Optimization exercise on an open flow, not production practice.
RTL: at most simulated, not proved equivalent.
Function not checked: runs 5 and 6.
Power: default activity.

--- flow/run.sh ---
#!/bin/bash
# synth_recipe.tcl (not shown) runs the flow's synth.tcl, then flattens the netlist and writes it again
# the make line also repeats each setting of config.mk as NAME=value (left out here)
make -C /OpenROAD-flow-scripts/flow DESIGN_CONFIG=/design/flow/config.mk WORK_HOME=/design/flow/orfs CLKGATE_MAP_FILE= SYNTH_SCRIPT=/design/flow/synth_recipe.tcl finish
--- flow/design.v ---
`timescale 1ns / 1ps
module radix3_fft(
    input clk,
    input rst,
    input in_valid,
    input [31:0] a_re,
    input [31:0] a_img,
    input [31:0] b_re,
    input [31:0] b_img,
    input [31:0] c_re,
    input [31:0] c_img,
    output out_valid,
    output [31:0] ao_re,
    output [31:0] ao_img,
    output [31:0] bo_re,
    output [31:0] bo_img,
    output [31:0] co_re,
    output [31:0] co_img
    );
parameter [5:0] R1 = 6'b011111;     
parameter [5:0] R2 = 6'b011111;     
parameter [4:0] RM = 5'b10111;      
parameter [5:0] R3 = 6'b011111;     
function integer cnt;
    input [31:0] x;
    integer i;
    begin
        cnt = 0;
        for (i = 0; i < 32; i = i + 1) cnt = cnt + x[i];
    end
endfunction
localparam L1 = cnt(R1);
localparam L2 = cnt(R2);
localparam LM = cnt(RM);
localparam L3 = cnt(R3);
localparam LMID = (L2 > LM) ? L2 : LM;
localparam LAT = L1 + LMID + L3;
reg [LAT-1:0] v;
always @(posedge clk) begin
    if (rst)
        v <= {LAT{1'b0}};
    else
        v <= {v[LAT-2:0], in_valid};
end
assign out_valid = v[LAT-1];
wire [31:0] s_re, s_img, d_re, d_img, a1_re, a1_img;
r3_pair #(.R(R1)) P1R (.clk(clk), .x(b_re),  .y(c_re),  .zp(s_re),  .zm(d_re));
r3_pair #(.R(R1)) P1I (.clk(clk), .x(b_img), .y(c_img), .zp(s_img), .zm(d_img));
r3_pipe #(.W(64), .N(L1)) DA (.clk(clk), .d({a_re, a_img}), .q({a1_re, a1_img}));
wire [31:0] ao2_re, ao2_img, p_re, p_img, m_re, m_img;
wire [31:0] ao3_re, ao3_img, p3_re, p3_img, m3_re, m3_img;
r3_st2 #(.R(R2)) S2R (.clk(clk), .a(a1_re),  .s(s_re),  .ao(ao2_re),  .p(p_re));
r3_st2 #(.R(R2)) S2I (.clk(clk), .a(a1_img), .s(s_img), .ao(ao2_img), .p(p_img));
r3_mul #(.R(RM)) MR (.clk(clk), .d(d_re),  .m(m_re));
r3_mul #(.R(RM)) MI (.clk(clk), .d(d_img), .m(m_img));
r3_pipe #(.W(128), .N(LMID - L2)) DP (.clk(clk), .d({ao2_re, ao2_img, p_re, p_img}),
                                      .q({ao3_re, ao3_img, p3_re, p3_img}));
r3_pipe #(.W(64), .N(LMID - LM)) DM (.clk(clk), .d({m_re, m_img}), .q({m3_re, m3_img}));
r3_pair #(.R(R3)) P3R (.clk(clk), .x(p3_re),  .y(m3_img), .zp(co_re),  .zm(bo_re));
r3_pair #(.R(R3)) P3I (.clk(clk), .x(p3_img), .y(m3_re),  .zp(bo_img), .zm(co_img));
r3_pipe #(.W(64), .N(L3)) DAO (.clk(clk), .d({ao3_re, ao3_img}), .q({ao_re, ao_img}));
endmodule
module r3_pipe #(parameter W = 32, parameter N = 1) (
    input clk,
    input [W-1:0] d,
    output [W-1:0] q
    );
generate
    if (N == 0) begin : g_wire
        assign q = d;
    end else begin : g_reg
        reg [W-1:0] r [0:N-1];
        integer i;
        always @(posedge clk) begin
            r[0] <= d;
            for (i = 1; i < N; i = i + 1) r[i] <= r[i-1];
        end
        assign q = r[N-1];
    end
endgenerate
endmodule
module r3_cut #(parameter W = 32, parameter EN = 1) (
    input clk,
    input [W-1:0] d,
    output [W-1:0] q
    );
generate
    if (EN) begin : g_reg
        reg [W-1:0] r;
        always @(posedge clk) r <= d;
        assign q = r;
    end else begin : g_wire
        assign q = d;
    end
endgenerate
endmodule
module r3_nstep #(parameter K = 16) (
    input [23:0] z,
    input [7:0] e,
    input zero,
    output [23:0] n,
    output [7:0] en
    );
wire zk = ~|z[23:24-K];
assign n = zk ? (z << K) : z;
assign en = (zk & ~zero) ? e - K : e;
endmodule
module r3_norm1 #(parameter NS = 2) (
    input [23:0] z,
    input [7:0] e,
    output [23:0] n,
    output [7:0] en,
    output zero
    );
assign zero = ~|z;
wire [23:0] n1, n2, n3; wire [7:0] e1, e2, e3;
r3_nstep #(.K(16)) S16 (.z(z), .e(e), .zero(zero), .n(n1), .en(e1));
r3_nstep #(.K(8)) S8 (.z(n1), .e(e1), .zero(zero), .n(n2), .en(e2));
generate
    if (NS > 2) begin : g3
        r3_nstep #(.K(4)) S4 (.z(n2), .e(e2), .zero(zero), .n(n3), .en(e3));
    end else begin : g2
        assign n3 = n2;
        assign e3 = e2;
    end
endgenerate
assign n = n3;
assign en = e3;
endmodule
module r3_norm2 #(parameter NS = 2) (
    input [23:0] z,
    input [7:0] e,
    input zero,
    output [23:0] n,
    output [7:0] en
    );
wire [23:0] n3, n4; wire [7:0] e3, e4;
generate
    if (NS > 2) begin : g3
        assign n3 = z;
        assign e3 = e;
    end else begin : g2
        r3_nstep #(.K(4)) S4 (.z(z), .e(e), .zero(zero), .n(n3), .en(e3));
    end
endgenerate
r3_nstep #(.K(2)) S2 (.z(n3), .e(e3), .zero(zero), .n(n4), .en(e4));
r3_nstep #(.K(1)) S1 (.z(n4), .e(e4), .zero(zero), .n(n), .en(en));
endmodule
module r3_fin #(parameter [2:0] R = 0, parameter NS = 2) (
    input clk,
    input [23:0] la,
    input [23:0] sa,
    input [23:0] ls,
    input [23:0] ss,
    input [7:0] ea,
    input [7:0] es,
    input same,
    input sgn,
    input sgnd,
    output [31:0] zp,
    output [31:0] zm
    );
wire [24:0] sum = {1'b0, la} + {1'b0, sa};
wire [23:0] dif = ls - ss;
wire [24:0] sum_d; wire [23:0] dif_d; wire [7:0] ea_d, es_d; wire same_d, sgn_d, sgnd_d;
r3_cut #(.W(25+24+8+8+3), .EN(R[0])) C0 (.clk(clk),
    .d({sum, dif, ea, es, same, sgn, sgnd}),
    .q({sum_d, dif_d, ea_d, es_d, same_d, sgn_d, sgnd_d}));
wire [23:0] dn1; wire [7:0] en1; wire zero;
r3_norm1 #(.NS(NS)) N1 (.z(dif_d), .e(es_d), .n(dn1), .en(en1), .zero(zero));
wire [31:0] rs = {sgn_d, sum_d[24] ? ea_d + 8'd1 : ea_d, sum_d[24] ? sum_d[23:1] : sum_d[22:0]};
wire [23:0] dn1_e; wire [31:0] rs_e; wire [7:0] en1_e; wire zero_e, same_e, sgnd_e;
r3_cut #(.W(24+32+8+3), .EN(R[1])) C1 (.clk(clk),
    .d({dn1, rs, en1, zero, same_d, sgnd_d}),
    .q({dn1_e, rs_e, en1_e, zero_e, same_e, sgnd_e}));
wire [23:0] dn; wire [7:0] en;
r3_norm2 #(.NS(NS)) N2 (.z(dn1_e), .e(en1_e), .zero(zero_e), .n(dn), .en(en));
wire [31:0] rd = {sgnd_e, en, dn[22:0]};
wire [31:0] zp_e = same_e ? rs_e : rd;
wire [31:0] zm_e = same_e ? rd : rs_e;
r3_cut #(.W(64), .EN(R[2])) C2 (.clk(clk), .d({zp_e, zm_e}), .q({zp, zm}));
endmodule
module r3_pair #(parameter [5:0] R = 0) (
    input clk,
    input [31:0] x,
    input [31:0] y,
    output [31:0] zp,
    output [31:0] zm
    );
wire [31:0] xi, yi;
r3_cut #(.W(64), .EN(R[5])) C5 (.clk(clk), .d({x, y}), .q({xi, yi}));
wire [7:0] xe = xi[30:23], ye = yi[30:23];
wire xbig = xi[30:0] >= yi[30:0];
wire [7:0] dxy = xe - ye;
wire [7:0] dyx = ye - xe;
wire zxy = (|dxy[7:5]) | (dxy[4] & dxy[3]);
wire zyx = (|dyx[7:5]) | (dyx[4] & dyx[3]);
wire same_a = ~(xi[31] ^ yi[31]);
wire sgn_a = xi[31];
wire [22:0] xf_b, yf_b; wire [7:0] xe_b, ye_b; wire [4:0] dxy_b, dyx_b;
wire xbig_b, zxy_b, zyx_b, same_b, sgn_b;
r3_cut #(.W(23+23+8+8+5+5+5), .EN(R[0])) C0 (.clk(clk),
    .d({xi[22:0], yi[22:0], xe, ye, dxy[4:0], dyx[4:0], xbig, zxy, zyx, same_a, sgn_a}),
    .q({xf_b, yf_b, xe_b, ye_b, dxy_b, dyx_b, xbig_b, zxy_b, zyx_b, same_b, sgn_b}));
wire [4:0] sh = xbig_b ? dxy_b : dyx_b;
wire shz = xbig_b ? zxy_b : zyx_b;
wire [7:0] ea = xbig_b ? xe_b : ye_b;
wire sgnd_b = sgn_b ^ ~xbig_b;
wire [22:0] lf = xbig_b ? xf_b : yf_b;
wire [22:0] sf = xbig_b ? yf_b : xf_b;
wire [23:0] sm = shz ? 24'd0 : ({1'b1, sf} >> sh);
wire [22:0] lf_c; wire [23:0] sm_c; wire same_c, sgn_c, sgnd_c; wire [7:0] e_c;
r3_cut #(.W(23+24+3+8), .EN(R[1])) C1 (.clk(clk),
    .d({lf, sm, same_b, sgn_b, sgnd_b, ea}),
    .q({lf_c, sm_c, same_c, sgn_c, sgnd_c, e_c}));
r3_fin #(.R(R[4:2])) F (.clk(clk), .la({1'b1, lf_c}), .sa(sm_c), .ls({1'b1, lf_c}), .ss(sm_c),
    .ea(e_c), .es(e_c), .same(same_c), .sgn(sgn_c), .sgnd(sgnd_c), .zp(zp), .zm(zm));
endmodule
module r3_st2 #(parameter [5:0] R = 0) (
    input clk,
    input [31:0] a,
    input [31:0] s,
    output [31:0] ao,
    output [31:0] p
    );
wire [31:0] ai, si;
r3_cut #(.W(64), .EN(R[5])) C5 (.clk(clk), .d({a, s}), .q({ai, si}));
wire sa = ai[31];
wire same = ~(ai[31] ^ si[31]);
wire [7:0] ea = ai[30:23];
wire [7:0] es = si[30:23];
wire [22:0] fa = ai[22:0];
wire [22:0] fs = si[22:0];
wire [8:0] t9 = {1'b0, ea} - {1'b0, es};
wire tneg = t9[8];                  
wire [7:0] d0 = t9[7:0];            
wire [7:0] n1 = es + ~ea;           
wire [7:0] es1 = es - 8'd1;
wire esz = ~|es;
wire w = esz & ea[7];
wire mp1 = tneg | w;                
wire [7:0] sg = mp1 ? n1 : d0;
wire sgz = (|sg[7:5]) | (sg[4] & sg[3]);
wire feq0 = ~|d0;                   
wire feq1 = ~|n1;                   
wire fge = fa >= fs;
wire [7:0] e0 = tneg ? es : ea;
wire [7:0] e1 = (tneg | esz) ? es1 : ea;
wire abig0 = mp1 ? w : ~(feq0 & ~fge);
wire abig1 = mp1 ? (feq1 & fge) : ~esz;
wire [3:0] sel0 = mp1 ? (w ? 4'b0000 : 4'b0100) : (abig0 ? 4'b1000 : 4'b0010);
wire [3:0] sel1 = mp1 ? (abig1 ? 4'b0001 : 4'b1000) : (esz ? 4'b0000 : 4'b0100);
wire [3:0] selA = same ? sel0 : sel1;
wire [3:0] selS = same ? sel1 : sel0;
wire abigA = same ? abig0 : abig1;
wire abigS = same ? abig1 : abig0;
wire [7:0] eA = same ? e0 : e1;
wire [7:0] eS = same ? e1 : e0;
wire sgnd = sa ^ ~abigS;
wire [22:0] fa_b, fs_b; wire [4:0] sg_b; wire [3:0] selA_b, selS_b; wire [7:0] eA_b, eS_b;
wire sgz_b, mp1_b, abigA_b, abigS_b, same_b, sa_b, sgnd_b;
r3_cut #(.W(23+23+5+4+4+8+8+7), .EN(R[0])) C0 (.clk(clk),
    .d({fa, fs, sg[4:0], selA, selS, eA, eS, sgz, mp1, abigA, abigS, same, sa, sgnd}),
    .q({fa_b, fs_b, sg_b, selA_b, selS_b, eA_b, eS_b, sgz_b, mp1_b, abigA_b, abigS_b, same_b, sa_b, sgnd_b}));
wire [23:0] ma = {1'b1, fa_b};
wire [23:0] ms = {1'b1, fs_b};
wire [23:0] xs = mp1_b ? ma : ms;
wire [23:0] base = sgz_b ? 24'd0 : (xs >> sg_b);
wire [23:0] base1 = {1'b0, base[23:1]};
wire [23:0] smA = ({24{selA_b[3]}} & base) | ({24{selA_b[2]}} & base1) |
                  ({24{selA_b[1]}} & ma) | ({24{selA_b[0]}} & ms);
wire [23:0] smS = ({24{selS_b[3]}} & base) | ({24{selS_b[2]}} & base1) |
                  ({24{selS_b[1]}} & ma) | ({24{selS_b[0]}} & ms);
wire [22:0] lfA = abigA_b ? fa_b : fs_b;
wire [22:0] lfS = abigS_b ? fa_b : fs_b;
wire [22:0] lfA_c, lfS_c; wire [23:0] smA_c, smS_c; wire [7:0] eA_c, eS_c; wire same_c, sa_c, sgnd_c;
r3_cut #(.W(2*(23+24+8)+3), .EN(R[1])) C1 (.clk(clk),
    .d({lfA, smA, eA_b, lfS, smS, eS_b, same_b, sa_b, sgnd_b}),
    .q({lfA_c, smA_c, eA_c, lfS_c, smS_c, eS_c, same_c, sa_c, sgnd_c}));
r3_fin #(.R(R[4:2])) F (.clk(clk), .la({1'b1, lfA_c}), .sa(smA_c), .ls({1'b1, lfS_c}), .ss(smS_c),
    .ea(eA_c), .es(eS_c), .same(same_c), .sgn(sa_c), .sgnd(sgnd_c), .zp(ao), .zm(p));
endmodule
module r3_mul #(parameter [4:0] R = 0) (
    input clk,
    input [31:0] d,
    output [31:0] m
    );
wire [31:0] di;
r3_cut #(.W(32), .EN(R[3])) C3 (.clk(clk), .d(d), .q(di));
wire sd = di[31];
wire [7:0] e = di[30:23];
wire [23:0] mm = {1'b1, di[22:0]};
wire [24:0] t = {1'b0, mm} + {2'b0, mm[23:1]};
wire [23:0] u = mm - {4'd0, mm[23:4]};
wire [22:0] f_b; wire [24:0] t_b; wire [23:0] u_b; wire [7:0] e_b; wire sd_b;
r3_cut #(.W(23+25+24+8+1), .EN(R[0])) C0 (.clk(clk),
    .d({di[22:0], t, u, e, sd}), .q({f_b, t_b, u_b, e_b, sd_b}));
wire c1 = t_b[24];
wire u23 = u_b[23];
wire ez = (e_b == 8'd0);
wire byp1 = (e_b == 8'd1) | ((e_b == 8'd255) & c1);
wire byp2 = (e_b[7:1] == 7'd1) | (e_b[7:1] == 7'd2);    
wire byp = byp1 | byp2;
wire [23:0] s2 = u23 ? u_b : {u_b[22:0], 1'b0};
wire [23:0] s1 = byp2 ? {1'b1, f_b} :
                 byp1 ? s2 :
                 ez   ? {1'b1, f_b} :
                 c1   ? t_b[24:1] : t_b[23:0];
wire [23:0] s2k = byp ? 24'd0 :
                  ez  ? {1'd0, u_b[23:1]} :
                  c1  ? {3'd0, u_b[23:3]} : {2'd0, u_b[23:2]};
wire [7:0] e1 = byp2 ? e_b + 8'd250 :
                byp1 ? (e_b[1] ? 8'd252 : 8'd254) + {7'd0, u23} :
                ez   ? 8'd255 : e_b + {7'd0, c1};
wire sg = byp2 ? sd_b : ~sd_b;
wire [7:0] e0 = e1 - 8'd1;
wire [23:0] s1_c, s2k_c; wire [7:0] e1_c, e0_c; wire sg_c;
r3_cut #(.W(24+24+8+8+1), .EN(R[1])) C1 (.clk(clk),
    .d({s1, s2k, e1, e0, sg}), .q({s1_c, s2k_c, e1_c, e0_c, sg_c}));
wire [24:0] h = {1'b0, s1_c} + {1'b0, s2k_c};
wire [24:0] h_d; wire [7:0] e1_d, e0_d; wire sg_d;
r3_cut #(.W(25+8+8+1), .EN(R[4])) C4 (.clk(clk),
    .d({h, e1_c, e0_c, sg_c}), .q({h_d, e1_d, e0_d, sg_d}));
wire [31:0] m_e = {sg_d, h_d[24] ? e1_d : e0_d, h_d[24] ? h_d[23:1] : h_d[22:0]};
r3_cut #(.W(32), .EN(R[2])) C2 (.clk(clk), .d(m_e), .q(m));
endmodule
--- flow/config.mk ---
export PLATFORM = sky130hd
export DESIGN_NAME = radix3_fft
export DESIGN_NICKNAME = radix3_fft
export VERILOG_FILES = /design/flow/design.v
export SDC_FILE = /design/flow/constraint.sdc
export NUM_CORES = 8
export LEC_CHECK = 0
export CAP_MARGIN = 20
export CORE_MARGIN = 2
export CORE_UTILIZATION = 40
export SETUP_SLACK_MARGIN = 2.1
export SLEW_MARGIN = 20
--- flow/constraint.sdc ---
create_clock -name core_clock -period 5.0 [get_ports {clk}]
set_input_delay 1.0000 -clock core_clock [delete_from_list [all_inputs] [get_ports {clk}]]
set_output_delay 1.0000 -clock core_clock [all_outputs]
set_load 0.01 [all_outputs]
==> results.yml, run 1 <==
outcome:
  outcome: "no timing/DRC/antenna violations"
power_and_ir_drop:
  p_sw_frac: 0.361
  p_per_area_mw_per_mm2: 746
  ir_drop_mv: 0.333
  pwr-share-clk: 0.233
  power.share.combinational: 0.381
  switchingPower_mw: 40.5
  finalPower_mw: 112
  p_seq_frac: 0.386
  p_int_mw: 71.9
  power_leakage_nw: 64.6
logic_synthesis:
  yosysWarnings: 16
  synth_top_area_cell: "dfxtp_1"
  synth_most_common_cell: "dfxtp_1"
  synthTopCellsByCount: "dfxtp_1, nor2_1, inv_1"
  async_flop_share: 0
  ys_types: 101
  avgSynthCellArea_um2: 10.5
  synth_edf_count: 0
  ys_top_cells_by_area: "dfxtp_1, ha_1, mux2_2, mux2i_1, xnor2_1"
  ys.flop_type: "dfxtp_1"
  synth.top_cell.area_share: 0.509
  ys_seq_area_frac: 0.509
  syn-num-nets: 13074
  synth_cells: 12159
  ys_ff_latch: 3241
  syn_area_mm2: 0.127
cells_and_area:
  finalInstanceArea_mm2: 0.151
  finalNetCount: 13525
  drive_above_1_share: 0.154
  utilization: 0.475
  area_delta_synth_final_pct: 18.3
  fin_cells: 17089
clocking:
  cts_buffer_depth: 4
  cts_hold_buffers: 0
  cts_tree: "done"
  cts_sinks: 3241
  worstSkewPairLatency_ns: 0.93
  cts_buffers: 339
  htreeDepth: 5
  clkTransAtPathRegs_ns: 0.06
  root_buffer: "clkbuf_16"
critical_path:
  required_ns: 5.75
  end_kind: "flop"
  critPathMaxFanout: 2
  worstSetupPathType: "flop to flop"
  critPathArrivalTime_ns: 3.86
  crit_path_start_kind: "flop"
place:
  place_hpwl_um: 228000
  dpl_cell_area_mm2: 0.136
  io_buffers: 387
  dp_slack_ns: 1.25
  routabilityCongestion: 0.885
  placed_cells: 16323
timing:
  tightest_slew_ns: 1.23
  slew_viol_final: 0
  skew_ns: 0.0609
  setup_violations: 0
  setup_tns_ns: 0
  rsz0062_at_grt: "true"
  hold_ws_ns: 0.268
  max-slew-margin-rel: 0.181
  fin_ws_ns: 1.89
  finalCritPeriodShare: 0.622
  post-route-min-period_ns: 3.11
  hold_viol: 0
  timing.fmax_ghz: 0.322
grt:
  grt.busiest_layer: "met2"
  grt_use_met1: 0.257
  grt_antenna_before_repair: 42
  track_usage: 0.180
  grt_util_met2: 0.274
  grt_overflow: 0
  grt_pass1_wl_um: 466000
  grt_pass1_vias: 81342
  grt_max_degree: 86
  grtUsageMet3: 0.0323
job:
  drv_cap: 0
die:
  initial_utilization: 0.401
  row_count: 207
  die_h_um: 568
  dieArea_mm2: 0.323
  num_io_pins: 388
  dieWidth_um: 568
  core_area_mm2: 0.318
detailed_routing:
  routed_wirelength_um: 303000
  dr.pass1.iters: 9
  drtIter0Drc: 5905
  routedWlPerCell_um: 17.7
  drc: 0
  ant_nets: 0
  vias: 85019
  viasPerCell: 4.98
worst_hold_path:
  hold_class: "flop to flop"
[final timing paths]
path,start,cells after the start,endpoint,slack (ns)
max,P1R.F.C1.g_reg.r[66]$_DFF_P_,12,P1R.F.C2.g_reg.r[61]$_DFF_P_,1.89
min,DAO.g_reg.r[1][63]$_DFF_P_,0,DAO.g_reg.r[2][63]$_DFF_P_,0.27
max reg2reg,P1R.F.C1.g_reg.r[66]$_DFF_P_,12,P1R.F.C2.g_reg.r[61]$_DFF_P_,1.89
min reg2reg,DAO.g_reg.r[1][63]$_DFF_P_,0,DAO.g_reg.r[2][63]$_DFF_P_,0.27
[area by class of cell]
| class | instances | area, µm² |
|---|---|---|
| Sequential cell | 3241 | 65100 |
| Antenna cell | 35 | 87.6 |
| Tap cell | 4180 | 5230 |
| Inverter | 853 | 3220 |
| Fill cell | 29221 | 167000 |
| Timing Repair inverter | 1 | 7.51 |
| Clock buffer | 458 | 9830 |
| Clock inverter | 147 | 2080 |
| Timing Repair Buffer | 588 | 5480 |
| Multi-Input combinational cell | 7586 | 59700 |
[layout by cell type, fill, tap and decap left out, types with 94 or more instances in the layout]
cell / count
nand3_1: 225
xor2_1: 160
ha_1: 647
o21ai_0: 320
mux2i_1: 626
clkbuf_16: 348
inv_1: 832
xnor2_1: 445
dfxtp_1: 3158
mux4_2: 104
mux2_2: 604
nor2b_1: 158
a21oi_1: 657
a21o_1: 171
a211oi_1: 94
buf_4: 175
nor3_1: 148
clkdlybuf4s50_1: 364
nand2_1: 785
nor2_1: 850
[sequential cells by signal, indices dropped and copies added (netlist names), 81 cells and up]
| name | flops |
|---|---|
| S2I.C0.g_reg.r | 82 |
| S2R.C0.g_reg.r | 82 |
| MR.C0.g_reg.r | 81 |
| DA.g_reg.r | 320 |
| MI.C0.g_reg.r | 81 |
| DAO.g_reg.r | 320 |
| S2I.C1.g_reg.r | 113 |
| S2R.C1.g_reg.r | 113 |
[worst max-delay path, stage by stage, from the launching register on]
cell and delay (ns):
dfxtp_4 0.35, or4_4 0.57, nor2_4 0.11, xnor2_1 0.12, ha_2 0.23, o311ai_4 0.10
mux2_4 0.35, o22ai_4 0.15, nand4_1 0.16, maj3_2 0.33, nor2b_1 0.14, xnor2_1 0.09
mux2_2 0.28
[cells by family (layout without fill, tap and decap cells)]
family / Yosys count / after routing / synth area share
and+or+nand+nor: 2689 / 2690 / 0.0979
DFF: 3241 / 3241 / 0.509
other: 0 / 35 / 0
xor gates and xnor gates: 620 / 620 / 0.0426
adders and majority gates: 723 / 723 / 0.0726
buffers and inverters: 1333 / 2047 / 0.0398
AOI/OAI and AO/OA: 2187 / 2187 / 0.114
muxes: 1366 / 1366 / 0.124
[power by group through the flow]
stage	Sequential [mW]	Combinational [mW]	Clock (mW)
final	43.4	42.8	26.2
after global routing	44.6	47.3	28.0
after CTS	43.5	41.4	26.9
after detailed placement	44.0	40.6	0
after global placement	43.8	40.5	0
after floorplan	40.6	30.5	0
[repair_timing]
action | CTS | global route
resized for setup | 243 | 313
endpoints found under the setup margin | 270 | 265
gates cloned | 0 | 5
pin swaps | 65 | 127
setup buffers | 48 | 73
[metal layers]
layer | wire length, µm | share of wire
met3 | 16700 | 0.055
met5 | 151 | 0.00050
met1 | 148000 | 0.49
met4 | 8490 | 0.028
met2 | 130000 | 0.43
==> inputs of run 2 (changes only) <==
--- a/flow/config.mk
+++ b/flow/config.mk
@@ -10,2 +10,3 @@
 export CORE_UTILIZATION = 40
+export CTS_BUF_LIST = sky130_fd_sc_hd__clkbuf_8
 export SETUP_SLACK_MARGIN = 2.1
==> run 2 against run 1 <==
Against the previous run: synthesized area stayed put; worst setup slack worse by 0.020 ns; clock skew is 0.014 ns lower; flip-flop and latch count stayed put; sequential power hardly changed; sequential share of layout area is 0.18 points higher; total power is 2.2% lower; critical path type unchanged; critical endpoint is now P1R.F.C2.g_reg.r[29]$_DFF_P_; largest cell class unchanged; highest routed layer unchanged.
==> results.yml, run 2 <==
timing:
  skew_ns: 0.0465
  fin_ws_ns: 1.87
  rsz0062_at_grt: "true"
  setup_tns_ns: 0
  slew_viol_final: 0
  finalCritPeriodShare: 0.626
  setup_violations: 0
  post-route-min-period_ns: 3.13
  timing.fmax_ghz: 0.319
  hold_viol: 0
  tightest_slew_ns: 1.20
  max-slew-margin-rel: 0.197
place:
  dp_slack_ns: 1.25
  routabilityCongestion: 0.885
  dpl_cell_area_mm2: 0.136
  placed_cells: 16323
  io_buffers: 387
  place_hpwl_um: 228000
critical_path:
  critPathArrivalTime_ns: 4.13
  end_kind: "flop"
  worstPathCellList: "or4_4, nor2_4, xnor2_2, ha_2, o311ai_4, mux2_4, o22ai_4, nand4_1, maj3_2, nor2b_1, xnor2_1, mux2_2"
  slowest_delay_ns: 0.57
  slowest_stage: "or4_4"
  critPathMaxFanout: 2
  crit_path_start_kind: "flop"
  worstSetupPathType: "flop to flop"
  required_ns: 6.00
detailed_routing:
  routed_wirelength_um: 306000
  vias: 86184
  ant_nets: 0
  viasPerCell: 4.94
  dr.pass1.iters: 10
  drc: 0
  routedWlPerCell_um: 17.6
  drtIter0Drc: 5835
cells_and_area:
  drive_above_1_share: 0.172
  layout_commonest_cell: "dfxtp_1"
  finalNetCount: 13735
  largest_registers: "DA.g_reg.r: 320 flops, DAO.g_reg.r: 320 flops"
  utilization: 0.473
  fin_cells: 17430
  area_delta_synth_final_pct: 17.8
  regArea_mm2: 0.0651
  finalInstanceArea_mm2: 0.150
  final_cell_mix: "dfxtp_1, inv_1, nor2_1, nand2_1, clkbuf_8"
  nFillCells: 29513
  multi_input_area_mm2: 0.0597
power_and_ir_drop:
  pwr-share-clk: 0.220
  p_int_mw: 69.2
  p_sw_frac: 0.371
  switchingPower_mw: 40.7
  p_seq_frac: 0.395
  power.share.combinational: 0.385
  ir_drop_mv: 0.354
  p_per_area_mw_per_mm2: 732
  power_leakage_nw: 65.4
logic_synthesis:
  ys_ff_latch: 3241
  synth_fa_ha_area_frac: 0.0726
  ys_seq_area_frac: 0.509
  synth_top_family_by_area: "multiplexers"
  synth_most_common_cell: "dfxtp_1"
  ys_top_cells_by_area: "dfxtp_1, ha_1, mux2_2, mux2i_1, xnor2_1"
  yosys.area_share.xor_xnor: 0.0426
  synth_top_area_cell: "dfxtp_1"
  synth_compound_area_frac: 0.114
  synth.top_cell.area_share: 0.509
  syn-num-nets: 13074
  yosys.area_share.simple: 0.0979
  avgSynthCellArea_um2: 10.5
  yosysWarnings: 16
  ys.flop_type: "dfxtp_1"
  synthTopCellsByCount: "dfxtp_1, nor2_1, inv_1"
  synth_cells: 12159
  async_flop_share: 0
  synth_mux_area_frac: 0.124
  synth_edf_count: 0
  ys_types: 101
  syn_area_mm2: 0.127
die:
  core_area_mm2: 0.318
  num_io_pins: 388
  initial_utilization: 0.401
  die_h_um: 568
  row_count: 207
  dieWidth_um: 568
  dieArea_mm2: 0.323
clocking:
  htreeDepth: 6
  cts_sinks: 3241
  cts_buffers: 538
  clkTransAtPathRegs_ns: 0.06
  cts_hold_buffers: 0
  cts_tree: "done"
  root_buffer: "clkbuf_8"
  cts_buffer_depth: 4
  worstSkewPairLatency_ns: 1.14
worst_hold_path:
  hold_class: "flop to flop"
grt:
  grt_pass1_wl_um: 471000
  grt_antenna_before_repair: 43
  grt_max_degree: 86
  track_usage: 0.181
  grt_pass1_vias: 83238
  grt_overflow: 0
outcome:
  outcome: "no timing/DRC/antenna violations"
job:
  drv_cap: 0
==> run 2: cell types whose count changed in the layout (fill, tap and decap cells not counted), sizes merged <==
cell / before / now
clkdlybuf4s50: 364 / 194
bufinv: 36 / 25
diode: 35 / 29
clkinv: 66 / 70
inv: 869 / 999
clkdlybuf4s15: 0 / 22
dlygate4sd2: 23 / 170
buf: 201 / 213
clkinvlp: 30 / 29
clkbuf: 458 / 672
==> run 2: power by group through the flow <==
| stage | Sequential (mW) | Clock, mW | Combinational (mW) |
|---|---|---|---|
| 2_1_floorplan | 40.6 | 0 | 30.5 |
| 3_3_place_gp | 43.8 | 0 | 40.5 |
| 3_5_place_dp | 44.0 | 0 | 40.6 |
| 4_1_cts | 43.4 | 24.9 | 40.9 |
| 5_1_grt | 44.6 | 26.1 | 46.9 |
| 6_report | 43.4 | 24.2 | 42.3 |
==> run 2: final timing paths <==
path                                  endpoint  cells past startpoint  slack (ns)                          from
setup reg to reg  P1R.F.C2.g_reg.r[29]$_DFF_P_                     12        1.87  P1R.F.C1.g_reg.r[65]$_DFF_P_
hold / removal       DA.g_reg.r[3][56]$_DFF_P_                      0        0.30     DA.g_reg.r[2][56]$_DFF_P_
setup / recovery  P1R.F.C2.g_reg.r[29]$_DFF_P_                     12        1.87  P1R.F.C1.g_reg.r[65]$_DFF_P_
hold reg to reg      DA.g_reg.r[3][56]$_DFF_P_                      0        0.30     DA.g_reg.r[2][56]$_DFF_P_
==> run 2: worst max-delay path, delay by kind of cell, from the launching register on <==
| kind | cells | cell delay, ns |
|---|---|---|
| xor gates and xnor gates | 2 | 0.22 |
| and+or+nand+nor | 4 | 1.02 |
| AOI/OAI and AO/OA | 2 | 0.26 |
| adders and majority gates | 2 | 0.56 |
| muxes | 2 | 0.63 |
| DFF | 1 | 0.34 |
==> run 2: cell type report <==
cell class | instances | area share
Tap cell | 4180 | 0.0348
Clock buffer | 672 | 0.0616
Timing Repair Buffer | 599 | 0.0358
Sequential cell | 3241 | 0.434
Timing Repair inverter | 1 | 0.0000500
Inverter | 853 | 0.0215
Clock inverter | 269 | 0.0144
Multi-Input combinational cell | 7586 | 0.398
Antenna cell | 29 | 0.000484
==> run 2: timing repair <==
action / CTS / global route
endpoints found under the setup margin: 444 / 249
buffers inserted: 50 / 82
pin swaps: 70 / 126
gates cloned: 0 / 5
hold endpoints to repair: 0 / 0
resized for setup: 453 / 320
==> run 2: metrics by stage <==
| stage | hold WS (ns) | power, mW |
|---|---|---|
| after floorplan | 0.310 | 71.1 |
| after global placement | 0.310 | 84.4 |
| after detailed placement | 0.312 | 84.5 |
| after CTS | 0.151 | 109 |
| after global routing | 0.205 | 118 |
| final | 0.301 | 110 |
==> run 2: routing by layer <==
layer / wire length (µm) / vias up / track usage
li1: - / 43700 / -
met1: 148000 / 39606 / 0.255
met2: 130000 / 2294 / 0.275
met3: 18100 / 550 / 0.0376
met4: 9150 / 34 / 0.0619
met5: 253 / - / 0
==> run 2: cell families after synthesis <==
logic type               Yosys count
buffers and inverters           1333
AO/OA/AOI/OAI                   2187
adder cells (fa/ha/maj)          723
multiplexers                    1366
AND/OR/NAND/NOR                 2689
XOR/XNOR                         620
flip-flops                      3241
==> inputs of run 3 (changes only) <==
--- a/flow/config.mk
+++ b/flow/config.mk
@@ -10,4 +10,3 @@
 export CORE_UTILIZATION = 40
-export CTS_BUF_LIST = sky130_fd_sc_hd__clkbuf_8
-export SETUP_SLACK_MARGIN = 2.1
+export SETUP_SLACK_MARGIN = 1.7
 export SLEW_MARGIN = 20
==> run 3 against run 2 <==
Against the previous run: still clean on timing, DRC and antenna; design area is 1.3% lower; routed wire length decreased by 2.1%; maximum frequency is 3.6% lower; cell count down 2.3%; non-clock buffer count down 109; sequential power about the same.
==> results.yml, run 3 <==
clocking:
  cts_sinks: 3241
  worstSkewPairLatency_ns: 0.93
  cts_tree: "done"
  cts_hold_buffers: 0
  clkTransAtPathRegs_ns: 0.07
  htreeDepth: 5
  cts_buffer_depth: 4
  root_buffer: "clkbuf_16"
  cts_buffers: 340
logic_synthesis:
  synth.top_cell.area_share: 0.509
  syn-num-nets: 13074
  synth_edf_count: 0
  synth_top_area_cell: "dfxtp_1"
  avgSynthCellArea_um2: 10.5
  ys.flop_type: "dfxtp_1"
  synth_cells: 12159
  ys_ff_latch: 3241
  yosysWarnings: 16
  async_flop_share: 0
  ys_top_cells_by_area: "dfxtp_1, ha_1, mux2_2, mux2i_1, xnor2_1"
  ys_types: 101
  ys_seq_area_frac: 0.509
  synthTopCellsByCount: "dfxtp_1, nor2_1, inv_1"
  synth_most_common_cell: "dfxtp_1"
  syn_area_mm2: 0.127
detailed_routing:
  vias: 84640
  routedWlPerCell_um: 17.6
  ant_nets: 0
  drc: 0
  viasPerCell: 4.97
  drtIter0Drc: 6019
  dr.pass1.iters: 8
  routed_wirelength_um: 300000
die:
  dieArea_mm2: 0.323
  die_h_um: 568
  initial_utilization: 0.401
  num_io_pins: 388
  core_area_mm2: 0.318
  row_count: 207
  dieWidth_um: 568
cells_and_area:
  drive_above_1_share: 0.124
  layout_commonest_cell: "dfxtp_1"
  final_cell_mix: "dfxtp_1, nor2_1, inv_1, nand2_1, ha_1"
  largest_registers: "DA.g_reg.r: 320 flops, DAO.g_reg.r: 320 flops"
  finalNetCount: 13426
  utilization: 0.467
  area_delta_synth_final_pct: 16.3
timing:
  tightest_slew_ns: 1.35
  max-slew-margin-rel: 0.0766
  timing.fmax_ghz: 0.308
  skew_ns: 0.0393
  setup_violations: 0
  rsz0062_at_grt: "true"
  slew_viol_final: 0
  hold_viol: 0
  post-route-min-period_ns: 3.25
  hold_ws_ns: 0.306
  setup_tns_ns: 0
  finalCritPeriodShare: 0.650
grt:
  track_usage: 0.180
  grt_pass1_vias: 80272
  grt_antenna_before_repair: 39
  grt_overflow: 0
  grt_pass1_wl_um: 466000
  grt_max_degree: 95
critical_path:
  slowest_delay_ns: 0.56
  crit_path_start_kind: "flop"
  path_delay_family: "simple AND/OR/NAND/NOR gates"
  critPathArrivalTime_ns: 3.98
  required_ns: 5.73
  critPathBufInv: 1
  worstPathCellList: "or4_4, nor2_4, xnor2_1, ha_2, o311ai_4, mux2_4, o22ai_4, nand4_1, buf_4, xor2_1, mux2i_1"
  slowest_stage: "or4_4"
  critPathMaxFanout: 7
  worstSetupPathType: "flop to flop"
  end_kind: "flop"
worst_hold_path:
  hold_class: "flop to flop"
power_and_ir_drop:
  finalPower_mw: 111
  power_leakage_nw: 63.8
  ir_drop_mv: 0.358
  p_per_area_mw_per_mm2: 750
place:
  io_buffers: 387
  routabilityCongestion: 0.882
  place_hpwl_um: 227000
outcome:
  outcome: "no timing/DRC/antenna violations"
job:
  drv_cap: 0
-- run 3: cell count changes in the layout (fill, tap and decap cells not counted), moves of 40 or more --
cell	change
dlygate4sd2_1	-170
inv_1	-107
dfxtp_1	+54
buf_4	-85
clkbuf_1	+52
clkdlybuf4s50_1	+193
clkbuf_16	+344
diode_2	+40
clkbuf_8	-618
-- run 3: metal layers --
metal	vias up	wire [µm]	GRT usage
met5	-	145	0
met4	24	8190	0.0599
met3	420	16100	0.0314
met2	2048	127000	0.268
met1	39088	148000	0.261
li1	43060	-	-
-- run 3: cells by family after synthesis --
logic type | count (synthesis) | synth area share
flip-flops | 3241 | 0.509
AO/OA/AOI/OAI | 2187 | 0.114
AND/OR/NAND/NOR | 2689 | 0.0979
buffers and inverters | 1333 | 0.0398
multiplexers | 1366 | 0.124
adder cells (fa/ha/maj) | 723 | 0.0726
XOR/XNOR | 620 | 0.0426
-- run 3: area by class of cell --
cell class	instances	area, µm²
flip-flops and latches	3241	65000
clock inverters	161	2430
fillers	29358	169000
multi-input cells	7585	58000
diodes	69	173
inverters	853	3200
repair buffers	490	4650
clock buffers	450	9550
well taps	4180	5230
-- run 3: final timing paths --
kind / from / slack, ns / endpoint / depth (start not counted)
setup / recovery: P1R.F.C1.g_reg.r[63]$_DFF_P_ / 1.75 / P1R.F.C2.g_reg.r[59]$_DFF_P_ / 11
hold reg to reg: MI.C2.g_reg.r[23]$_DFF_P_ / 0.31 / DM.g_reg.r[0][23]$_DFF_P_ / 0
setup reg to reg: P1R.F.C1.g_reg.r[63]$_DFF_P_ / 1.75 / P1R.F.C2.g_reg.r[59]$_DFF_P_ / 11
hold / removal: MI.C2.g_reg.r[23]$_DFF_P_ / 0.31 / DM.g_reg.r[0][23]$_DFF_P_ / 0
-- run 3: power by group --
part	internal, mW	leakage [nW]	switching (mW)
logic	18.9	30.7	22.0
clock network	16.0	5.84	10.6
registers	36.3	27.3	7.31
-- run 3: repair_timing --
action	CTS	global route
setup buffers	4	17
gates resized for setup	25	88
setup endpoints to repair	49	105
pin swaps	5	16
-- run 3: per-stage QoR --
step | std cells | setup slack (ns) | instance area (µm²)
CTS | 16943 | 1.70 | 148000
floorplan | 12159 | 1.83 | 127000
detailed placement | 16328 | 1.09 | 135000
global route | 17020 | 1.59 | 148000
finish | 17029 | 1.75 | 148000
global placement | 16327 | 1.05 | 135000
==> inputs of run 4 (changes only) <==
--- a/flow/config.mk
+++ b/flow/config.mk
@@ -10,3 +10,3 @@
 export CORE_UTILIZATION = 40
-export SETUP_SLACK_MARGIN = 1.7
+export SETUP_SLACK_MARGIN = 2.6
 export SLEW_MARGIN = 20
==> run 4 against run 3 <==
Against the previous run: still clean on timing, DRC and antenna; largest power group is now combinational cells; first-iteration DRC count is 9.6% higher; clock skew rose by 0.026 ns; total power grew 9.4%; via count up 5.1%; synthesized area unchanged; sequential power is 1% higher; count of clock-buffer cells in the layout increased by 12; cell count increased by 3.9%; design area up 9.6%.
==> results.yml, run 4 <==
clocking:
  cts_sinks: 3241
  root_buffer: "clkbuf_16"
  cts_buffer_depth: 4
  clkTransAtPathRegs_ns: 0.06
  htreeDepth: 5
  worstSkewPairLatency_ns: 0.94
  cts_tree: "done"
  cts_buffers: 340
grt:
  grt_overflow: 0
  grt_max_degree: 85
  track_usage: 0.187
  grt_pass1_wl_um: 486000
  grt_antenna_before_repair: 31
  grt_pass1_vias: 84622
die:
  num_io_pins: 388
  core_area_mm2: 0.318
  die_h_um: 568
  initial_utilization: 0.401
  dieWidth_um: 568
  dieArea_mm2: 0.323
  row_count: 207
cells_and_area:
  finalInstanceArea_mm2: 0.162
  drive_above_1_share: 0.283
  final_cell_mix: "dfxtp_1, nor2_1, inv_1, nand2_1, buf_4"
  finalNetCount: 14097
  layout_commonest_cell: "dfxtp_1"
  area_delta_synth_final_pct: 27.4
  fin_cells: 17693
  largest_registers: "DA.g_reg.r: 320 flops, DAO.g_reg.r: 320 flops"
logic_synthesis:
  synth_edf_count: 0
  synth_top_area_cell: "dfxtp_1"
  yosysWarnings: 16
  async_flop_share: 0
  ys.flop_type: "dfxtp_1"
  synth.top_cell.area_share: 0.509
  synth_cells: 12159
  syn_area_mm2: 0.127
  ys_types: 101
  ys_seq_area_frac: 0.509
  avgSynthCellArea_um2: 10.5
  syn-num-nets: 13074
  ys_ff_latch: 3241
  synthTopCellsByCount: "dfxtp_1, nor2_1, inv_1"
  synth_most_common_cell: "dfxtp_1"
  ys_top_cells_by_area: "dfxtp_1, ha_1, mux2_2, mux2i_1, xnor2_1"
timing:
  post-route-min-period_ns: 3.07
  hold_ws_ns: 0.253
  setup_violations: 0
  skew_ns: 0.0655
  rsz0062_at_grt: "true"
  slew_viol_final: 0
  finalCritPeriodShare: 0.613
  max-slew-margin-rel: 0.240
  setup_tns_ns: 0
  timing.fmax_ghz: 0.326
  hold_viol: 0
  tightest_slew_ns: 1.14
place:
  place_hpwl_um: 228000
  routabilityCongestion: 0.885
  dpl_cell_area_mm2: 0.137
  io_buffers: 387
  placed_cells: 16327
power_and_ir_drop:
  p_per_area_mw_per_mm2: 749
  finalPower_mw: 122
  ir_drop_mv: 0.343
  power_leakage_nw: 69.0
worst_hold_path:
  hold_class: "primary input to flop"
  hp-start: "c_img[1]"
critical_path:
  required_ns: 5.78
  r2r-start: "P3I.F.C1.g_reg.r[63]$_DFF_P_"
  crit_start: "P3I.F.C1.g_reg.r[63]$_DFF_P_"
  end_kind: "flop"
  critPathMaxFanout: 2
  worstSetupPathType: "flop to flop"
  critPathArrivalTime_ns: 3.84
  crit_path_start_kind: "flop"
detailed_routing:
  routedWlPerCell_um: 18.2
  ant_nets: 0
  viasPerCell: 5.03
  drc: 0
  dr.pass1.iters: 7
  drtIter0Drc: 6595
  routed_wirelength_um: 322000
  vias: 88974
job:
  drv_cap: 0
outcome:
  outcome: "no timing/DRC/antenna violations"
-- run 4: timing repair --
item | CTS | global route
hold endpoints to repair | 0 | 0
hold buffers | 0 | 0
pin swaps | 469 | 525
buffers inserted | 377 | 285
endpoints found under the setup margin | 1044 | 706
resized for setup | 1978 | 891
gates cloned | 17 | 14
-- run 4: path summary, 6_finish.rpt --
kind / cells after the start / endpoint / slack, ns
min: 1 / P1I.C0.g_reg.r[32]$_DFF_P_ / 0.25
max reg2reg: 12 / P3I.F.C2.g_reg.r[30]$_DFF_P_ / 1.93
min reg2reg: 0 / DM.g_reg.r[0][9]$_DFF_P_ / 0.30
max: 12 / P3I.F.C2.g_reg.r[30]$_DFF_P_ / 1.93
-- run 4: layout make-up --
type | instances | area, µm²
fillers | 27942 | 155000
repair buffers | 1153 | 10500
well taps | 4180 | 5230
clock inverters | 166 | 2080
clock buffers | 462 | 9810
inverters | 853 | 3310
flip-flops and latches | 3241 | 65500
multi-input cells | 7589 | 65800
diodes | 45 | 113
repair inverters | 4 | 27.5
-- run 4: cell families (layout without fill, tap and decap cells) --
group	Yosys count	after routing	synth area share
flops	3241	3241	0.509
compound gates	2187	2189	0.114
mux	1366	1366	0.124
other cells	0	45	0
xor+xnor	620	620	0.0426
buf+inv	1333	2638	0.0398
fa+ha+maj	723	723	0.0726
simple gates	2689	2691	0.0979
-- run 4: where the power goes --
| group | switching (mW) | leakage, nW | internal [mW] |
|---|---|---|---|
| registers | 7.52 | 27.3 | 36.6 |
| logic | 26.2 | 36.0 | 25.0 |
| clock network | 10.6 | 5.79 | 15.7 |
| total | 44.3 | 69.0 | 77.3 |
-- run 4: routing by layer --
| layer | share of wire | GRT usage | vias up |
|---|---|---|---|
| met5 | 0.00032 | 0 | - |
| met2 | 0.44 | 0.286 | 2285 |
| met3 | 0.053 | 0.0315 | 561 |
| met1 | 0.48 | 0.265 | 41715 |
| li1 | - | - | 44397 |
| met4 | 0.033 | 0.0654 | 16 |
-- run 4: per-stage QoR --
| stage | worst slack (ns) | util |
|---|---|---|
| floorplan | 1.97 | - |
| global placement | 1.33 | 0.430 |
| detailed placement | 1.31 | 0.430 |
| CTS | 1.95 | 0.491 |
| global route | 1.78 | 0.511 |
| finish | 1.93 | 0.511 |
-- run 4: worst max-delay path: stages (launching register included) --
cell,delay (ns)
dfxtp_4,0.34
or4_4,0.55
nor2_4,0.14
xnor2_2,0.07
ha_1,0.27
inv_1,0.04
a221oi_2,0.26
nand4_1,0.16
or3_4,0.39
a2111oi_4,0.29
a31oi_1,0.09
xor2_1,0.22
mux2i_1,0.10
==> inputs of run 5 (changes only) <==
--- a/flow/design.v
+++ b/flow/design.v
@@ -289,4 +289,2 @@
 r3_cut #(.W(32), .EN(R[3])) C3 (.clk(clk), .d(d), .q(di));
-wire sd = di[31];
-wire [7:0] e = di[30:23];
 wire [23:0] mm = {1'b1, di[22:0]};
@@ -294,6 +292,5 @@
 wire [23:0] u = mm - {4'd0, mm[23:4]};
-wire [22:0] f_b; wire [24:0] t_b; wire [23:0] u_b; wire [7:0] e_b; wire sd_b;
-r3_cut #(.W(23+25+24+8+1), .EN(R[0])) C0 (.clk(clk),
-    .d({di[22:0], t, u, e, sd}), .q({f_b, t_b, u_b, e_b, sd_b}));
-wire c1 = t_b[24];
+wire [22:0] f_b; wire c1; wire [23:0] u_b; wire [7:0] e_b; wire sd_b;
+r3_cut #(.W(23+1+24+8+1), .EN(R[0])) C0 (.clk(clk),
+    .d({di[22:0], t[24], u, di[30:23], di[31]}), .q({f_b, c1, u_b, e_b, sd_b}));
 wire u23 = u_b[23];
@@ -303,10 +300,10 @@
 wire byp = byp1 | byp2;
+wire nrm = ~byp & ~ez;
+wire [23:0] m_b = {1'b1, f_b};
 wire [23:0] s2 = u23 ? u_b : {u_b[22:0], 1'b0};
-wire [23:0] s1 = byp2 ? {1'b1, f_b} :
-                 byp1 ? s2 :
-                 ez   ? {1'b1, f_b} :
-                 c1   ? t_b[24:1] : t_b[23:0];
-wire [23:0] s2k = byp ? 24'd0 :
-                  ez  ? {1'd0, u_b[23:1]} :
-                  c1  ? {3'd0, u_b[23:3]} : {2'd0, u_b[23:2]};
+wire [24:0] o1 = {1'b0, byp1 ? s2 : m_b};
+wire [24:0] o2 = nrm ? {2'd0, m_b[23:1]} : 25'd0;
+wire [24:0] o3 = nrm ? {3'd0, u_b[23:3], 1'b0} : ez ? {2'd0, u_b[23:1]} : 25'd0;
+wire cin = nrm & ~c1 & u_b[2];
+wire sh = nrm & c1;
 wire [7:0] e1 = byp2 ? e_b + 8'd250 :
@@ -314,12 +311,15 @@
                 ez   ? 8'd255 : e_b + {7'd0, c1};
-wire sg = byp2 ? sd_b : ~sd_b;
 wire [7:0] e0 = e1 - 8'd1;
-wire [23:0] s1_c, s2k_c; wire [7:0] e1_c, e0_c; wire sg_c;
-r3_cut #(.W(24+24+8+8+1), .EN(R[1])) C1 (.clk(clk),
-    .d({s1, s2k, e1, e0, sg}), .q({s1_c, s2k_c, e1_c, e0_c, sg_c}));
-wire [24:0] h = {1'b0, s1_c} + {1'b0, s2k_c};
-wire [24:0] h_d; wire [7:0] e1_d, e0_d; wire sg_d;
-r3_cut #(.W(25+8+8+1), .EN(R[4])) C4 (.clk(clk),
-    .d({h, e1_c, e0_c, sg_c}), .q({h_d, e1_d, e0_d, sg_d}));
-wire [31:0] m_e = {sg_d, h_d[24] ? e1_d : e0_d, h_d[24] ? h_d[23:1] : h_d[22:0]};
+wire sg = byp2 ? sd_b : ~sd_b;
+wire [24:0] cs_s = o1 ^ o2 ^ o3;
+wire [24:0] cs_c = (o1 & o2) | (o1 & o3) | (o2 & o3);
+wire [24:0] cs_s_c, cs_c_c; wire cin_c, sh_c, sg_c; wire [7:0] e1_c, e0_c;
+r3_cut #(.W(25+25+3+8+8), .EN(R[1])) C1 (.clk(clk),
+    .d({cs_s, cs_c, cin, sh, sg, e1, e0}), .q({cs_s_c, cs_c_c, cin_c, sh_c, sg_c, e1_c, e0_c}));
+wire [25:0] w = {1'b0, cs_s_c} + {cs_c_c, cin_c};
+wire [25:0] w_d; wire sh_d, sg_d; wire [7:0] e1_d, e0_d;
+r3_cut #(.W(26+2+8+8), .EN(R[4])) C4 (.clk(clk),
+    .d({w, sh_c, sg_c, e1_c, e0_c}), .q({w_d, sh_d, sg_d, e1_d, e0_d}));
+wire [24:0] h = sh_d ? w_d[25:1] : w_d[24:0];
+wire [31:0] m_e = {sg_d, h[24] ? e1_d : e0_d, h[24] ? h[23:1] : h[22:0]};
 r3_cut #(.W(32), .EN(R[2])) C2 (.clk(clk), .d(m_e), .q(m));
--- a/flow/config.mk
+++ b/flow/config.mk
@@ -10,3 +10,3 @@
 export CORE_UTILIZATION = 40
-export SETUP_SLACK_MARGIN = 2.6
+export SETUP_SLACK_MARGIN = 2.1
 export SLEW_MARGIN = 20
==> run 5 against run 4 <==
Against the previous run: synthesized cell count shrank 3.1%; core utilization shrank 3.4 points; synthesized area down 2.4%; via count fell by 6.1%; maximum frequency grew 0.19%; die area fell by 2.3%; total power decreased by 8.7%.
==> results.yml, run 5 <==
outcome:
  outcome: "no timing/DRC/antenna violations"
clocking:
  root_buffer: "clkbuf_16"
  cts_buffer_depth: 4
  cts_buffers: 330
  clkTransAtPathRegs_ns: 0.06
  htreeDepth: 5
  worstSkewPairLatency_ns: 0.91
  cts_hold_buffers: 0
  cts_sinks: 3199
  cts_tree: "done"
timing:
  post-route-min-period_ns: 3.06
  max-slew-margin-rel: 0.251
  timing.fmax_ghz: 0.327
  finalCritPeriodShare: 0.612
  slew_viol_final: 0
  hold_viol: 0
  setup_violations: 0
  tightest_slew_ns: 1.12
  setup_tns_ns: 0
  fin_ws_ns: 1.94
  rsz0062_at_grt: "true"
  skew_ns: 0.0460
place:
  routabilityCongestion: 0.908
  place_hpwl_um: 239000
  placed_cells: 15919
  io_buffers: 387
  dp_slack_ns: 1.32
die:
  core_area_mm2: 0.309
  row_count: 204
  dieWidth_um: 562
  dieArea_mm2: 0.315
  die_h_um: 562
  initial_utilization: 0.402
  num_io_pins: 388
logic_synthesis:
  ys.flop_type: "dfxtp_1"
  async_flop_share: 0
  syn_area_mm2: 0.124
  avgSynthCellArea_um2: 10.6
  synthTopCellsByCount: "dfxtp_1, nand2_1, inv_1"
  synth_top_area_cell: "dfxtp_1"
  synth_edf_count: 0
  synth.top_cell.area_share: 0.515
  ys_seq_area_frac: 0.515
  yosysWarnings: 16
  ys_top_cells_by_area: "dfxtp_1, ha_1, mux2_2, mux2i_1, xnor2_1"
  synth_most_common_cell: "dfxtp_1"
  ys_types: 91
  synth_cells: 11784
  ys_ff_latch: 3199
  syn-num-nets: 12741
critical_path:
  critPathArrivalTime_ns: 3.84
  slowest_stage: "or4_4"
  worstSetupPathType: "flop to flop"
  required_ns: 5.78
  path_delay_family: "simple AND/OR/NAND/NOR gates"
  crit_path_start_kind: "flop"
  critPathMaxFanout: 8
  crit_start: "P1R.F.C1.g_reg.r[63]$_DFF_P_"
  crit_end: "P1R.F.C2.g_reg.r[62]$_DFF_P_"
  end_kind: "flop"
  crit_top_cell: "xor2_2"
  r2r-start: "P1R.F.C1.g_reg.r[63]$_DFF_P_"
  ff2ff_path_depth: 11
  crit_cells: 11
  r2r_slack_ns: 1.94
  slowest_delay_ns: 0.59
  worstPathCellList: "or4_4, buf_8, or3_4, nor3_4, xnor2_4, nand3_2, xor2_2, nor2b_4, o21ai_2, xor2_2, mux2_2"
  rr_endpoint: "P1R.F.C2.g_reg.r[62]$_DFF_P_"
  critPathBufInv: 1
detailed_routing:
  routed_wirelength_um: 313000
  drtIter0Drc: 5331
  routedWlPerCell_um: 18.7
  dr.pass1.iters: 12
  ant_nets: 0
  viasPerCell: 5.01
  vias: 83561
  drc: 0
grt:
  track_usage: 0.189
  grt_pass1_vias: 82207
  grt_antenna_before_repair: 22
  grt_pass1_wl_um: 475000
  grt_max_degree: 95
  grt_overflow: 0
cells_and_area:
  final_cell_mix: "dfxtp_1, nand2_1, inv_1, nor2_1, ha_1"
  finalNetCount: 13249
  layout_commonest_cell: "dfxtp_1"
  largest_registers: "DA.g_reg.r: 320 flops, DAO.g_reg.r: 320 flops"
  fin_cells: 16684
  drive_above_1_share: 0.161
  area_delta_synth_final_pct: 18.6
power_and_ir_drop:
  ir_drop_mv: 0.317
  power_leakage_nw: 63.4
  finalPower_mw: 111
  p_per_area_mw_per_mm2: 752
job:
  drv_cap: 0
worst_hold_path:
  hold_class: "flop to flop"
-- run 5: cell types whose count changed after synthesis, moves of 44 or more --
cell and change:
nor2_1 -98, a211oi_1 -50, o21ai_0 +84, mux2i_1 -142, nand2_1 +135, fa_1 +44
-- run 5: logic make-up after synthesis --
group                    Yosys count  synth area share
buffers and inverters           1280            0.0389
XOR/XNOR                         591            0.0417
AND/OR/NAND/NOR                 2635            0.0971
AO/OA/AOI/OAI                   2074             0.108
flip-flops                      3199             0.515
multiplexers                    1241             0.118
adder cells (fa/ha/maj)          764            0.0811
-- run 5: timing repair --
item,in CTS,in global routing
resized for setup,258,369
pin swaps,76,148
setup endpoints to repair,341,283
cloned,1,5
setup buffers,79,76
-- run 5: through the flow --
step / hold slack (ns) / utilization / area (µm²)
after detailed placement: 0.312 / 0.429 / 133000
final: 0.292 / 0.477 / 148000
after floorplan: 0.310 / - / 125000
after CTS: 0.290 / 0.470 / 145000
after global placement: 0.310 / 0.429 / 133000
after global routing: 0.301 / 0.477 / 148000
-- run 5: report_power, final --
group	switching (mW)	internal, mW	total (mW)
logic	22.2	19.2	41.4
registers	8.20	35.9	44.1
clock network	10.3	15.2	25.5
total	40.7	70.3	111
-- run 5: layer usage --
metal / GRT usage / routed length, µm
met4: 0.0643 / 10800
met3: 0.0279 / 14900
met2: 0.304 / 140000
met1: 0.258 / 147000
met5: 0 / 11
-- run 5: final cells by class --
cell class / instances / area, µm²
Clock inverter: 143 / 2020
Inverter: 829 / 3130
Sequential cell: 3199 / 64200
Timing Repair Buffer: 624 / 5820
Antenna cell: 4 / 10.0
Clock buffer: 457 / 9480
Fill cell: 27800 / 162000
Tap cell: 4120 / 5150
Multi-Input combinational cell: 7307 / 57700
Timing Repair inverter: 1 / 7.51
-- run 5: how the worst min path moves through the flow --
stage / startpoint / endpoint / slack, ns / cells past startpoint
after CTS: S2I.C1.g_reg.r[8]$_DFF_P_ / S2I.F.C0.g_reg.r[8]$_DFF_P_ / 0.29 / 0
final: S2I.C1.g_reg.r[8]$_DFF_P_ / S2I.F.C0.g_reg.r[8]$_DFF_P_ / 0.29 / 0
after global routing: MI.C1.g_reg.r[15]$_DFF_P_ / MI.C4.g_reg.r[15]$_DFF_P_ / 0.30 / 0
after floorplan: DA.g_reg.r[0][0]$_DFF_P_ / DA.g_reg.r[1][0]$_DFF_P_ / 0.31 / 0
after detailed placement: P1R.F.C0.g_reg.r[2]$_DFF_P_ / P1R.F.C1.g_reg.r[1]$_DFF_P_ / 0.31 / 0
after global placement: DA.g_reg.r[0][13]$_DFF_P_ / DA.g_reg.r[1][13]$_DFF_P_ / 0.31 / 0
==> inputs of run 6 (changes only) <==
--- a/flow/design.v
+++ b/flow/design.v
@@ -96,18 +96,36 @@
 endmodule
-module r3_nstep #(parameter K = 16) (
+module r3_lzc (
     input [23:0] z,
-    input [7:0] e,
-    input zero,
-    output [23:0] n,
-    output [7:0] en
+    output [4:0] c
     );
-wire zk = ~|z[23:24-K];
-assign n = zk ? (z << K) : z;
-assign en = (zk & ~zero) ? e - K : e;
+wire [31:0] v = {z, 8'hff};
+wire [15:0] a1; wire [15:0] c1;
+wire [7:0] a2; wire [15:0] c2;
+wire [3:0] a3; wire [11:0] c3;
+wire [1:0] a4; wire [7:0] c4;
+genvar i;
+generate
+    for (i = 0; i < 16; i = i + 1) begin : g1
+        assign a1[i] = ~v[2*i+1] & ~v[2*i];
+        assign c1[i] = ~v[2*i+1];
+    end
+    for (i = 0; i < 8; i = i + 1) begin : g2
+        assign a2[i] = a1[2*i+1] & a1[2*i];
+        assign c2[2*i+1:2*i] = a1[2*i+1] ? {1'b1, c1[2*i]} : {1'b0, c1[2*i+1]};
+    end
+    for (i = 0; i < 4; i = i + 1) begin : g3
+        assign a3[i] = a2[2*i+1] & a2[2*i];
+        assign c3[3*i+2:3*i] = a2[2*i+1] ? {1'b1, c2[4*i+1:4*i]} : {1'b0, c2[4*i+3:4*i+2]};
+    end
+    for (i = 0; i < 2; i = i + 1) begin : g4
+        assign a4[i] = a3[2*i+1] & a3[2*i];
+        assign c4[4*i+3:4*i] = a3[2*i+1] ? {1'b1, c3[6*i+2:6*i]} : {1'b0, c3[6*i+5:6*i+3]};
+    end
+endgenerate
+assign c = a4[1] ? {1'b1, c4[3:0]} : {1'b0, c4[7:4]};
 endmodule
-module r3_norm1 #(parameter NS = 2) (
+module r3_norm1 (
     input [23:0] z,
-    input [7:0] e,
     output [23:0] n,
-    output [7:0] en,
+    output [4:0] c,
     output zero
@@ -115,20 +133,14 @@
 assign zero = ~|z;
-wire [23:0] n1, n2, n3; wire [7:0] e1, e2, e3;
-r3_nstep #(.K(16)) S16 (.z(z), .e(e), .zero(zero), .n(n1), .en(e1));
-r3_nstep #(.K(8)) S8 (.z(n1), .e(e1), .zero(zero), .n(n2), .en(e2));
-generate
-    if (NS > 2) begin : g3
-        r3_nstep #(.K(4)) S4 (.z(n2), .e(e2), .zero(zero), .n(n3), .en(e3));
-    end else begin : g2
-        assign n3 = n2;
-        assign e3 = e2;
-    end
-endgenerate
-assign n = n3;
-assign en = e3;
+wire z16 = ~|z[23:8];
+wire [23:0] n1 = z16 ? {z[7:0], 16'd0} : z;
+wire z8 = ~|n1[23:16];
+assign n = z8 ? {n1[15:0], 8'd0} : n1;
+wire [4:0] lz;
+r3_lzc L (.z(z), .c(lz));
+assign c = zero ? 5'd0 : lz;
 endmodule
-module r3_norm2 #(parameter NS = 2) (
+module r3_norm2 (
     input [23:0] z,
     input [7:0] e,
-    input zero,
+    input [4:0] c,
     output [23:0] n,
@@ -136,15 +148,11 @@
     );
-wire [23:0] n3, n4; wire [7:0] e3, e4;
-generate
-    if (NS > 2) begin : g3
-        assign n3 = z;
-        assign e3 = e;
-    end else begin : g2
-        r3_nstep #(.K(4)) S4 (.z(z), .e(e), .zero(zero), .n(n3), .en(e3));
-    end
-endgenerate
-r3_nstep #(.K(2)) S2 (.z(n3), .e(e3), .zero(zero), .n(n4), .en(e4));
-r3_nstep #(.K(1)) S1 (.z(n4), .e(e4), .zero(zero), .n(n), .en(en));
+wire z4 = ~|z[23:20];
+wire [23:0] n3 = z4 ? {z[19:0], 4'd0} : z;
+wire z2 = ~|n3[23:22];
+wire [23:0] n4 = z2 ? {n3[21:0], 2'd0} : n3;
+wire z1 = ~n4[23];
+assign n = z1 ? {n4[22:0], 1'b0} : n4;
+assign en = e - {3'd0, c};
 endmodule
-module r3_fin #(parameter [2:0] R = 0, parameter NS = 2) (
+module r3_fin #(parameter [2:0] R = 0) (
     input clk,
@@ -168,11 +176,11 @@
     .q({sum_d, dif_d, ea_d, es_d, same_d, sgn_d, sgnd_d}));
-wire [23:0] dn1; wire [7:0] en1; wire zero;
-r3_norm1 #(.NS(NS)) N1 (.z(dif_d), .e(es_d), .n(dn1), .en(en1), .zero(zero));
+wire [23:0] dn1; wire [4:0] lz; wire zero;
+r3_norm1 N1 (.z(dif_d), .n(dn1), .c(lz), .zero(zero));
 wire [31:0] rs = {sgn_d, sum_d[24] ? ea_d + 8'd1 : ea_d, sum_d[24] ? sum_d[23:1] : sum_d[22:0]};
-wire [23:0] dn1_e; wire [31:0] rs_e; wire [7:0] en1_e; wire zero_e, same_e, sgnd_e;
-r3_cut #(.W(24+32+8+3), .EN(R[1])) C1 (.clk(clk),
-    .d({dn1, rs, en1, zero, same_d, sgnd_d}),
-    .q({dn1_e, rs_e, en1_e, zero_e, same_e, sgnd_e}));
+wire [23:0] dn1_e; wire [31:0] rs_e; wire [7:0] es_e; wire [4:0] lz_e; wire same_e, sgnd_e;
+r3_cut #(.W(24+32+8+5+2), .EN(R[1])) C1 (.clk(clk),
+    .d({dn1, rs, es_d, lz, same_d, sgnd_d}),
+    .q({dn1_e, rs_e, es_e, lz_e, same_e, sgnd_e}));
 wire [23:0] dn; wire [7:0] en;
-r3_norm2 #(.NS(NS)) N2 (.z(dn1_e), .e(en1_e), .zero(zero_e), .n(dn), .en(en));
+r3_norm2 N2 (.z(dn1_e), .e(es_e), .c(lz_e), .n(dn), .en(en));
 wire [31:0] rd = {sgnd_e, en, dn[22:0]};
==> run 6 against run 5 <==
Against the previous run: worst setup slack improved by 0.12 ns; synthesized area increased by 0.50%; sequential power about the same; total power increased by 0.30%; first-iteration DRC count decreased by 2.1%; hold slack got worse by 0.011 ns; die area increased by 0.50%; sequential share of layout area increased by 0.29 points; maximum frequency increased by 4.1%; clock skew increased by 0.023 ns; routed wire length decreased by 2.2%; largest cell class unchanged; largest power group unchanged.
==> results.yml, run 6 <==
timing:
  max-slew-margin-rel: 0.172
  rsz0062_at_grt: "true"
  post-route-min-period_ns: 2.94
  timing.fmax_ghz: 0.340
  tightest_slew_ns: 1.21
  setup_tns_ns: 0
  hold_viol: 0
  setup_violations: 0
  finalCritPeriodShare: 0.588
  skew_ns: 0.0695
  slew_viol_final: 0
logic_synthesis:
  yosys.area_share.xor_xnor: 0.0333
  synth_mux_area_frac: 0.122
  syn_area_mm2: 0.125
  synth_most_common_cell: "dfxtp_1"
  synth_top_area_cell: "dfxtp_1"
  ys.flop_type: "dfxtp_1"
  async_flop_share: 0
  syn-num-nets: 12687
  yosysWarnings: 16
  synth_top_family_by_area: "multiplexers"
  synth_cells: 11728
  synthTopCellsByCount: "dfxtp_1, inv_1, nor2_1"
  synth_edf_count: 0
  ys_seq_area_frac: 0.516
  ys_types: 103
  synth.top_cell.area_share: 0.516
  synth_fa_ha_area_frac: 0.0811
  yosys.area_share.simple: 0.0902
  ys_ff_latch: 3223
  ys_top_cells_by_area: "dfxtp_1, ha_1, mux2_2, mux2i_1, a21oi_1"
  avgSynthCellArea_um2: 10.7
  synth_compound_area_frac: 0.115
die:
  dieWidth_um: 563
  die_h_um: 563
  num_io_pins: 388
  core_area_mm2: 0.311
  initial_utilization: 0.402
  dieArea_mm2: 0.317
  row_count: 205
clocking:
  worstSkewPairLatency_ns: 0.92
  root_buffer: "clkbuf_16"
  cts_buffer_depth: 4
  cts_sinks: 3223
  cts_hold_buffers: 0
  cts_tree: "done"
  cts_buffers: 335
  htreeDepth: 5
  clkTransAtPathRegs_ns: 0.06
job:
  drv_cap: 0
grt:
  grt_overflow: 0
  grt_pass1_vias: 82581
  grt_max_degree: 88
  track_usage: 0.185
  grt_pass1_wl_um: 472000
  grt_antenna_before_repair: 27
critical_path:
  required_ns: 5.76
  crit_path_start_kind: "flop"
  end_kind: "flop"
  critPathMaxFanout: 12
  worstSetupPathType: "flop to flop"
  critPathArrivalTime_ns: 3.71
power_and_ir_drop:
  ir_drop_mv: 0.347
  power_leakage_nw: 63.1
  finalPower_mw: 111
  p_per_area_mw_per_mm2: 754
cells_and_area:
  final_cell_mix: "dfxtp_1, inv_1, nor2_1, nand2_1, a21oi_1"
  nFillCells: 28458
  utilization: 0.474
  layout_commonest_cell: "dfxtp_1"
  area_delta_synth_final_pct: 18.0
  finalNetCount: 13174
  largest_registers: "DA.g_reg.r: 320 flops, DAO.g_reg.r: 320 flops"
  drive_above_1_share: 0.152
detailed_routing:
  drtIter0Drc: 5219
  dr.pass1.iters: 9
  routed_wirelength_um: 306000
  drc: 0
  viasPerCell: 5.02
  vias: 83622
  ant_nets: 0
  routedWlPerCell_um: 18.3
worst_hold_path:
  hold_class: "flop to flop"
place:
  place_hpwl_um: 234000
  routabilityCongestion: 0.893
  io_buffers: 387
outcome:
  outcome: "no timing/DRC/antenna violations"
run 6: what timing repair did:
item	CTS	global route
hold endpoints to repair	0	0
buffers inserted	60	59
gates resized for setup	190	254
endpoints found under the setup margin	416	264
cloned	2	2
pin swaps	55	119
run 6: kinds of logic (layout without fill, tap and decap cells):
logic type | after synthesis | count (layout)
flops | 3223 | 3223
other cells | 0 | 28
simple gates | 2449 | 2449
fa+ha+maj | 764 | 764
xor+xnor | 476 | 476
buf+inv | 1340 | 2105
compound gates | 2186 | 2188
mux | 1290 | 1290
run 6: final timing paths:
check                              end                         start  cells after the start  slack [ns]
max          S2I.C0.g_reg.r[0]$_DFF_P_  P1I.F.C2.g_reg.r[58]$_DFF_P_                     12        2.06
min          DA.g_reg.r[4][43]$_DFF_P_     DA.g_reg.r[3][43]$_DFF_P_                      0        0.28
max reg2reg  S2I.C0.g_reg.r[0]$_DFF_P_  P1I.F.C2.g_reg.r[58]$_DFF_P_                     12        2.06
min reg2reg  DA.g_reg.r[4][43]$_DFF_P_     DA.g_reg.r[3][43]$_DFF_P_                      0        0.28
run 6: stage by stage:
step / hold slack [ns] / cell area (µm²) / cells / worst slack (ns)
after CTS: 0.271 / 146000 / 16574 / 1.95
after global routing: 0.288 / 147000 / 16651 / 1.89
after floorplan: 0.310 / 125000 / 11728 / 2.10
after detailed placement: 0.312 / 133000 / 15895 / 1.40
after global placement: 0.310 / 133000 / 15893 / 0.790
final: 0.281 / 147000 / 16663 / 2.06
run 6: worst max-delay path, stage by stage, from the launching register on:
cell and delay (ns):
dfxtp_2 0.44, inv_1 0.16, ha_4 0.32, o21ai_0 0.19
o21bai_1 0.11, or4b_1 0.48, a22o_1 0.22, a21oi_2 0.16
nand4_1 0.19, a21oi_2 0.25, buf_4 0.14, buf_6 0.09
a221oi_2 0.06
run 6: final cells by class:
class | count | area [µm²] | share of cell area
repair buffers | 571 | 5390 | 0.0365
diodes | 28 | 70.1 | 0.000475
well taps | 4140 | 5180 | 0.0351
inverters | 916 | 3450 | 0.0234
clock buffers | 458 | 9550 | 0.0647
flip-flops and latches | 3223 | 64600 | 0.438
multi-input cells | 7167 | 57000 | 0.387
repair inverters | 1 | 7.51 | 0.0000509
clock inverters | 159 | 2180 | 0.0148
run 6: metal layers:
layer	global-route usage	wire length [µm]	vias up
met5	0	27	-
met1	0.255	145000	39401
met4	0.0589	9040	4
met3	0.0211	12100	462
met2	0.304	139000	2139
li1	-	-	41616
run 6: power by group:
part / switching [mW] / internal [mW]
Clock: 10.4 / 15.3
Sequential: 7.60 / 36.2
Combinational: 22.3 / 19.4
Total: 40.3 / 71.0
